Source: an optimization exercise on an open RTL-to-GDS flow (aim: small area, a short achievable clock period and few clock cycles). Production flows keep margins and buffers that such runs may drop.
At most, simulation tests tie the RTL to the original design; equivalence was not proved.

==> job 1167: inputs <==
## goldschmidt_divider_q4_4
module goldschmidt_divider_q4_4 (
    input  wire       clk,
    input  wire       rst_n,
    input  wire       start,
    input  wire [7:0] numerator,
    input  wire [7:0] denominator,
    output wire [7:0] quotient,
    output reg        valid,
    output reg        error
);
==> flow/config.mk <==
export PLATFORM = sky130hd
export DESIGN_NAME = goldschmidt_divider_q4_4
export DESIGN_NICKNAME = goldschmidt_divider_q4_4
export VERILOG_FILES = /design/flow/design.v
export SDC_FILE = /design/flow/constraint.sdc
export NUM_CORES = 4
export LEC_CHECK = 0
export ABC_AREA = 1
export CAP_MARGIN = 20
export CORE_MARGIN = 2
export CORE_UTILIZATION = 55
export SETUP_SLACK_MARGIN = 1.5
export SLEW_MARGIN = 20
==> flow/constraint.sdc <==
create_clock -name core_clock -period 8.0 [get_ports {clk}]
set_input_delay 1.6000 -clock core_clock [delete_from_list [all_inputs] [get_ports {clk}]]
set_output_delay 1.6000 -clock core_clock [all_outputs]
set_load 0.01 [all_outputs]
standard.sh (not shown) runs the stock make flow with config.mk's settings and CLKGATE_MAP_FILE= SYNTH_SCRIPT=/design/flow/synth_recipe.tcl, a recipe that flattens the netlist after the stock synthesis.
==> flow/flow/run.sh <==
#!/bin/bash
set -euo pipefail
bash standard.sh MATCH_CELL_FOOTPRINT=0 'BUFFER_PORTS_ARGS=-buffer_cell sky130_fd_sc_hd__buf_2' finish > standard.log 2>&1
==> job 1388 (differences from job 1167) <==
--- a/flow/design.v
+++ b/flow/design.v
@@ -419,13 +419,12 @@
     assign rom_n314 = rom_n309 & rom_n313;
     assign rom0[7] = rom_n310 | rom_n314;
     wire dz0   = (denominator == 8'd0);
     wire eq0   = (nr0 == dr0);
     wire d160  = (dr0 == 8'h10) & nr0[7];
     wire d1280 = (denominator == 8'h80);
-    wire usesp0 = dz0 | eq0 | d160 | d1280;
     reg [7:0] spec0;
     always @(*) begin
         if (dz0)       spec0 = 8'h00;
         else if (eq0)  spec0 = 8'h10;
         else if (d160) spec0 = 8'h80;
         else           spec0 = rom0;
@@ -482,23 +481,25 @@
     wire [13:0] ppa2 = {ppa2_13, ppa2_12, ppa2_11, ppa2_10, ppa2_9, ppa2_8, ppa2_7, ppa2_6, ppa2_5, ppa2_4, ppa2_3, ppa2_2, ppa2_1, ppa2_0};
     reg [14:0] pp0, pp1;
     reg [13:0] pp2;
     reg        bs0, bs1;
     reg [2:0]  pa, cls;
     reg        sgna, dza, usespa;
+    reg [7:0]  speca;
     always @(posedge clk) begin
-        pp0    <= usesp0 ? 15'd0 : ppa0;
-        pp1    <= usesp0 ? 15'd0 : ppa1;
-        pp2    <= usesp0 ? {3'd0, spec0, 3'd0} : ppa2;
-        bs0    <= ~usesp0 & bsa0;
-        bs1    <= ~usesp0 & bsa1;
+        pp0    <= ppa0;
+        pp1    <= ppa1;
+        pp2    <= ppa2;
+        bs0    <= bsa0;
+        bs1    <= bsa1;
         pa     <= p0;
         cls    <= cls0;
         sgna   <= sgn0;
         dza    <= dz0;
-        usespa <= usesp0;
+        usespa <= dz0 | eq0 | d160 | d1280;
+        speca  <= spec0;
     end
     wire m1_1;
     wire m1_2;
     wire m1_3;
     wire m1_4;
     wire m1_5;
@@ -564,21 +565,14 @@
     assign m1_31 = ~bs0 ^ ~bs1 ^ pp2[12];
     assign m1_32 = (~bs0 & ~bs1) | (~bs0 & pp2[12]) | (~bs1 & pp2[12]);
     assign m1_33 = 1'b1 ^ pp2[13];
     assign m1_34 = 1'b1 & pp2[13];
     wire [19:0] x_a = {m1_33, m1_31, m1_29, m1_27, m1_25, m1_23, m1_21, m1_19, m1_17, m1_15, m1_13, m1_11, m1_9, m1_7, m1_5, m1_3, m1_1, pp0[2], pp0[1], bs0};
     wire [19:0] x_b = {m1_32, m1_30, m1_28, m1_26, m1_24, m1_22, m1_20, m1_18, m1_16, m1_14, m1_12, m1_10, m1_8, m1_6, m1_4, m1_2, pp1[0], 1'b0, 1'b0, pp0[0]};
-    wire [8:0]  xlo = {1'b0, x_a[7:0]} + {1'b0, x_b[7:0]};
-    wire [5:0]  xm0 = x_a[13:8] + x_b[13:8];
-    wire [6:0]  xm1 = {1'b0, x_a[13:8]} + {1'b0, x_b[13:8]} + 7'd1;
-    wire [6:0]  xmc = {1'b0, x_a[13:8]} + {1'b0, x_b[13:8]};
-    wire [5:0]  xh0 = x_a[19:14] + x_b[19:14];
-    wire [5:0]  xh1 = x_a[19:14] + x_b[19:14] + 6'd1;
-    wire [5:0]  n2m = xlo[8] ? xm1[5:0] : xm0;
-    wire        c14 = xlo[8] ? xm1[6] : xmc[6];
-    wire [11:0] n2 = {c14 ? xh1 : xh0, n2m};
+    wire [19:0] x  = x_a + x_b;
+    wire [11:0] n2 = x[19:8];
     wire [1:0] s3 = ({2{cls == 3'd1}} & 2'd1) |
         ({2{cls == 3'd2}} & 2'd2) |
         ({2{cls == 3'd3}} & 2'd2) |
         ({2{cls == 3'd4}} & 2'd2) |
         ({2{cls == 3'd5}} & 2'd2) |
         ({2{cls == 3'd6}} & 2'd2) |
@@ -595,19 +589,18 @@
     wire [2:0] e2 = ({3{cls == 3'd0}} & 3'd4) |
         ({3{cls == 3'd1}} & 3'd1) |
         ({3{cls == 3'd3}} & 3'd1) |
         ({3{cls == 3'd4}} & 3'd2) |
         ({3{cls == 3'd5}} & 3'd1) |
         ({3{cls == 3'd6}} & 3'd1);
-    wire [19:0] c2t = ({20{cls == 3'd0}} & 20'd1040385) |
+    wire [19:0] c2 = ({20{cls == 3'd0}} & 20'd1040385) |
         ({20{cls == 3'd2}} & 20'd1015812) |
         ({20{cls == 3'd4}} & 20'd1040385);
-    wire [19:0] c2 = c2t & {20{~usespa}};
-    wire es_0 = es[0] & ~usespa, es_1 = es[1] & ~usespa;
-    wire e1_0 = e1[0] & ~usespa, e1_1 = e1[1] & ~usespa, e1_2 = e1[2] & ~usespa;
-    wire e2_0 = e2[0] & ~usespa, e2_1 = e2[1] & ~usespa, e2_2 = e2[2] & ~usespa;
+    wire es_0 = es[0], es_1 = es[1];
+    wire e1_0 = e1[0], e1_1 = e1[1], e1_2 = e1[2];
+    wire e2_0 = e2[0], e2_1 = e2[1], e2_2 = e2[2];
     wire m2_1;
     wire m2_2;
     wire m2_3;
     wire m2_4;
     wire m2_5;
     wire m2_6;
@@ -712,26 +705,19 @@
     assign m2_51 = n2[10] ^ c2[18];
     assign m2_52 = n2[10] & c2[18];
     assign m2_53 = n2[11] ^ c2[19];
     assign m2_54 = n2[11] & c2[19];
     wire [19:0] y_a = {m2_53, m2_51, m2_49, m2_47, m2_45, m2_43, m2_41, m2_39, m2_37, m2_35, m2_33, m2_31, m2_29, m2_27, m2_25, m2_23, m2_21, m2_19, (es_0 ^ ((e1_0 & n2[1]) | (e2_0 & n2[0]))), c2[0]};
     wire [19:0] y_b = {m2_52, m2_50, m2_48, m2_46, m2_44, m2_42, m2_40, m2_38, m2_36, m2_34, m2_32, m2_30, m2_28, m2_26, m2_24, m2_22, m2_20, (es_1 ^ ((e1_1 & n2[0]))), 1'b0, (es_0 ^ ((e1_0 & n2[0])))};
-    wire [8:0]  ylo = {1'b0, y_a[7:0]} + {1'b0, y_b[7:0]};
-    wire [5:0]  ym0 = y_a[13:8] + y_b[13:8];
-    wire [6:0]  ym1 = {1'b0, y_a[13:8]} + {1'b0, y_b[13:8]} + 7'd1;
-    wire [6:0]  ymc = {1'b0, y_a[13:8]} + {1'b0, y_b[13:8]};
-    wire [5:0]  yh0 = y_a[19:14] + y_b[19:14];
-    wire [5:0]  yh1 = y_a[19:14] + y_b[19:14] + 6'd1;
-    wire        cy14 = ylo[8] ? ym1[6] : ymc[6];
-    wire [19:0] y  = {cy14 ? yh1 : yh0, ylo[8] ? ym1[5:0] : ym0, ylo[7:0]};
+    wire [19:0] y  = y_a + y_b;
     reg [11:0] n3;
     reg        sg;
     reg [2:0]  pb;
     reg [1:0]  sb;
     always @(posedge clk) begin
-        n3    <= y[19:8];
+        n3    <= usespa ? {3'd0, speca, 1'b0} : y[19:8];
         pb    <= usespa ? 3'd0 : pa;
         sb    <= usespa ? 2'd3 : s3;
         sg    <= sgna;
         error <= dza;
     end
     wire [5:0]  n3s = (sb == 2'd0) ? n3[11:6] :
--- a/flow/config.mk
+++ b/flow/config.mk
@@ -6,8 +6,8 @@
 export NUM_CORES = 4
 export LEC_CHECK = 0
 export ABC_AREA = 1
 export CAP_MARGIN = 20
 export CORE_MARGIN = 2
 export CORE_UTILIZATION = 55
-export SETUP_SLACK_MARGIN = 1.5
+export SETUP_SLACK_MARGIN = 1.0
 export SLEW_MARGIN = 20
==> job 9507 (differences from job 1167) <==
--- a/flow/design.v
+++ b/flow/design.v
@@ -564,21 +564,14 @@
     assign m1_31 = ~bs0 ^ ~bs1 ^ pp2[12];
     assign m1_32 = (~bs0 & ~bs1) | (~bs0 & pp2[12]) | (~bs1 & pp2[12]);
     assign m1_33 = 1'b1 ^ pp2[13];
     assign m1_34 = 1'b1 & pp2[13];
     wire [19:0] x_a = {m1_33, m1_31, m1_29, m1_27, m1_25, m1_23, m1_21, m1_19, m1_17, m1_15, m1_13, m1_11, m1_9, m1_7, m1_5, m1_3, m1_1, pp0[2], pp0[1], bs0};
     wire [19:0] x_b = {m1_32, m1_30, m1_28, m1_26, m1_24, m1_22, m1_20, m1_18, m1_16, m1_14, m1_12, m1_10, m1_8, m1_6, m1_4, m1_2, pp1[0], 1'b0, 1'b0, pp0[0]};
-    wire [8:0]  xlo = {1'b0, x_a[7:0]} + {1'b0, x_b[7:0]};
-    wire [5:0]  xm0 = x_a[13:8] + x_b[13:8];
-    wire [6:0]  xm1 = {1'b0, x_a[13:8]} + {1'b0, x_b[13:8]} + 7'd1;
-    wire [6:0]  xmc = {1'b0, x_a[13:8]} + {1'b0, x_b[13:8]};
-    wire [5:0]  xh0 = x_a[19:14] + x_b[19:14];
-    wire [5:0]  xh1 = x_a[19:14] + x_b[19:14] + 6'd1;
-    wire [5:0]  n2m = xlo[8] ? xm1[5:0] : xm0;
-    wire        c14 = xlo[8] ? xm1[6] : xmc[6];
-    wire [11:0] n2 = {c14 ? xh1 : xh0, n2m};
+    wire [19:0] x  = x_a + x_b;
+    wire [11:0] n2 = x[19:8];
     wire [1:0] s3 = ({2{cls == 3'd1}} & 2'd1) |
         ({2{cls == 3'd2}} & 2'd2) |
         ({2{cls == 3'd3}} & 2'd2) |
         ({2{cls == 3'd4}} & 2'd2) |
         ({2{cls == 3'd5}} & 2'd2) |
         ({2{cls == 3'd6}} & 2'd2) |
@@ -712,20 +705,13 @@
     assign m2_51 = n2[10] ^ c2[18];
     assign m2_52 = n2[10] & c2[18];
     assign m2_53 = n2[11] ^ c2[19];
     assign m2_54 = n2[11] & c2[19];
     wire [19:0] y_a = {m2_53, m2_51, m2_49, m2_47, m2_45, m2_43, m2_41, m2_39, m2_37, m2_35, m2_33, m2_31, m2_29, m2_27, m2_25, m2_23, m2_21, m2_19, (es_0 ^ ((e1_0 & n2[1]) | (e2_0 & n2[0]))), c2[0]};
     wire [19:0] y_b = {m2_52, m2_50, m2_48, m2_46, m2_44, m2_42, m2_40, m2_38, m2_36, m2_34, m2_32, m2_30, m2_28, m2_26, m2_24, m2_22, m2_20, (es_1 ^ ((e1_1 & n2[0]))), 1'b0, (es_0 ^ ((e1_0 & n2[0])))};
-    wire [8:0]  ylo = {1'b0, y_a[7:0]} + {1'b0, y_b[7:0]};
-    wire [5:0]  ym0 = y_a[13:8] + y_b[13:8];
-    wire [6:0]  ym1 = {1'b0, y_a[13:8]} + {1'b0, y_b[13:8]} + 7'd1;
-    wire [6:0]  ymc = {1'b0, y_a[13:8]} + {1'b0, y_b[13:8]};
-    wire [5:0]  yh0 = y_a[19:14] + y_b[19:14];
-    wire [5:0]  yh1 = y_a[19:14] + y_b[19:14] + 6'd1;
-    wire        cy14 = ylo[8] ? ym1[6] : ymc[6];
-    wire [19:0] y  = {cy14 ? yh1 : yh0, ylo[8] ? ym1[5:0] : ym0, ylo[7:0]};
+    wire [19:0] y  = y_a + y_b;
     reg [11:0] n3;
     reg        sg;
     reg [2:0]  pb;
     reg [1:0]  sb;
     always @(posedge clk) begin
         n3    <= y[19:8];
==> flow/flow/run.sh (replaced) <==
#!/bin/bash
# The standard layout (the standard.sh: ORFS synthesis to the final
# layout, unchanged), with two settings changed: timing repair may swap a cell
# for one of another footprint (sky130hd's platform config restricts repair to
# same-footprint sizes), and the buffer put on every input and output port is
# a buf_2 rather than the resizer's default pick. The whole ORFS run's output
# goes to standard.log.
set -euo pipefail
bash standard.sh MATCH_CELL_FOOTPRINT=0 'BUFFER_PORTS_ARGS=-buffer_cell sky130_fd_sc_hd__buf_2' finish > standard.log 2>&1
==> job 3299 (differences from job 1167) <==
--- a/flow/design.v
+++ b/flow/design.v
@@ -564,21 +564,14 @@
     assign m1_31 = ~bs0 ^ ~bs1 ^ pp2[12];
     assign m1_32 = (~bs0 & ~bs1) | (~bs0 & pp2[12]) | (~bs1 & pp2[12]);
     assign m1_33 = 1'b1 ^ pp2[13];
     assign m1_34 = 1'b1 & pp2[13];
     wire [19:0] x_a = {m1_33, m1_31, m1_29, m1_27, m1_25, m1_23, m1_21, m1_19, m1_17, m1_15, m1_13, m1_11, m1_9, m1_7, m1_5, m1_3, m1_1, pp0[2], pp0[1], bs0};
     wire [19:0] x_b = {m1_32, m1_30, m1_28, m1_26, m1_24, m1_22, m1_20, m1_18, m1_16, m1_14, m1_12, m1_10, m1_8, m1_6, m1_4, m1_2, pp1[0], 1'b0, 1'b0, pp0[0]};
-    wire [8:0]  xlo = {1'b0, x_a[7:0]} + {1'b0, x_b[7:0]};
-    wire [5:0]  xm0 = x_a[13:8] + x_b[13:8];
-    wire [6:0]  xm1 = {1'b0, x_a[13:8]} + {1'b0, x_b[13:8]} + 7'd1;
-    wire [6:0]  xmc = {1'b0, x_a[13:8]} + {1'b0, x_b[13:8]};
-    wire [5:0]  xh0 = x_a[19:14] + x_b[19:14];
-    wire [5:0]  xh1 = x_a[19:14] + x_b[19:14] + 6'd1;
-    wire [5:0]  n2m = xlo[8] ? xm1[5:0] : xm0;
-    wire        c14 = xlo[8] ? xm1[6] : xmc[6];
-    wire [11:0] n2 = {c14 ? xh1 : xh0, n2m};
+    wire [19:0] x  = x_a + x_b;
+    wire [11:0] n2 = x[19:8];
     wire [1:0] s3 = ({2{cls == 3'd1}} & 2'd1) |
         ({2{cls == 3'd2}} & 2'd2) |
         ({2{cls == 3'd3}} & 2'd2) |
         ({2{cls == 3'd4}} & 2'd2) |
         ({2{cls == 3'd5}} & 2'd2) |
         ({2{cls == 3'd6}} & 2'd2) |
@@ -712,20 +705,13 @@
     assign m2_51 = n2[10] ^ c2[18];
     assign m2_52 = n2[10] & c2[18];
     assign m2_53 = n2[11] ^ c2[19];
     assign m2_54 = n2[11] & c2[19];
     wire [19:0] y_a = {m2_53, m2_51, m2_49, m2_47, m2_45, m2_43, m2_41, m2_39, m2_37, m2_35, m2_33, m2_31, m2_29, m2_27, m2_25, m2_23, m2_21, m2_19, (es_0 ^ ((e1_0 & n2[1]) | (e2_0 & n2[0]))), c2[0]};
     wire [19:0] y_b = {m2_52, m2_50, m2_48, m2_46, m2_44, m2_42, m2_40, m2_38, m2_36, m2_34, m2_32, m2_30, m2_28, m2_26, m2_24, m2_22, m2_20, (es_1 ^ ((e1_1 & n2[0]))), 1'b0, (es_0 ^ ((e1_0 & n2[0])))};
-    wire [8:0]  ylo = {1'b0, y_a[7:0]} + {1'b0, y_b[7:0]};
-    wire [5:0]  ym0 = y_a[13:8] + y_b[13:8];
-    wire [6:0]  ym1 = {1'b0, y_a[13:8]} + {1'b0, y_b[13:8]} + 7'd1;
-    wire [6:0]  ymc = {1'b0, y_a[13:8]} + {1'b0, y_b[13:8]};
-    wire [5:0]  yh0 = y_a[19:14] + y_b[19:14];
-    wire [5:0]  yh1 = y_a[19:14] + y_b[19:14] + 6'd1;
-    wire        cy14 = ylo[8] ? ym1[6] : ymc[6];
-    wire [19:0] y  = {cy14 ? yh1 : yh0, ylo[8] ? ym1[5:0] : ym0, ylo[7:0]};
+    wire [19:0] y  = y_a + y_b;
     reg [11:0] n3;
     reg        sg;
     reg [2:0]  pb;
     reg [1:0]  sb;
     always @(posedge clk) begin
         n3    <= y[19:8];
--- a/flow/config.mk
+++ b/flow/config.mk
@@ -6,8 +6,8 @@
 export NUM_CORES = 4
 export LEC_CHECK = 0
 export ABC_AREA = 1
 export CAP_MARGIN = 20
 export CORE_MARGIN = 2
 export CORE_UTILIZATION = 55
-export SETUP_SLACK_MARGIN = 1.5
+export SETUP_SLACK_MARGIN = 2.0
 export SLEW_MARGIN = 20
==> summary of the runs <==
Against job 1388, the hold slack of job 1167 is lower by 0.0013 ns. Flip-flop and latch count is the same in job 1167 and job 9507. In job 9507 the global-route usage is higher than in job 1167, by 0.23 points. The highest maximum frequency belongs to job 3299, the lowest to job 1167. Of job 3299 and job 1388, job 1388 has the higher area after synthesis (gap 3.3%, measured against job 1388).
Testbench counts of job 1388, summed over its fixed seeds: cycles 32,000.
Testbench counts of job 9507, summed over its fixed seeds: cycles 32,000.
Testbench counts of job 3299, summed over its fixed seeds: cycles 32,000.
No functional check of the RTL was part of job 1167.

[afterwards: timing with drivers on the ports]
No port has a modelled driver above. Below, the same layouts with a new extraction and two added sets of constraints. Step 1, drivers: a clkbuf_16 drives clk and a buf_2 each remaining input, both assumed. Step 2 also shifts input and output timing later by t, the mid clock arrival at the registers, as if the neighbouring blocks saw the same clock. a / b / c = ideal ports / drivers / drivers and shift; a / b = the first two.
| run | t (ns) | slack for setup (ns) | worst data-port slew with drivers (ns) |
|---|---|---|---|
| job 1167 | 0.383 | 1.653 / 1.653 / 1.653 | 0.04 |
| job 1388 | 0.378 | 1.823 / 1.823 / 1.823 | 0.03 |
| job 9507 | 0.373 | 2.148 / 2.148 / 2.148 | 0.03 |
| job 3299 | 0.374 | 2.399 / 2.399 / 2.301 | 0.03 |
After both steps every run listed still meets setup and hold. For job 3299, which loses most, drivers alone change the setup slack by 0.000 ns; drivers and shift together by -0.098 ns.
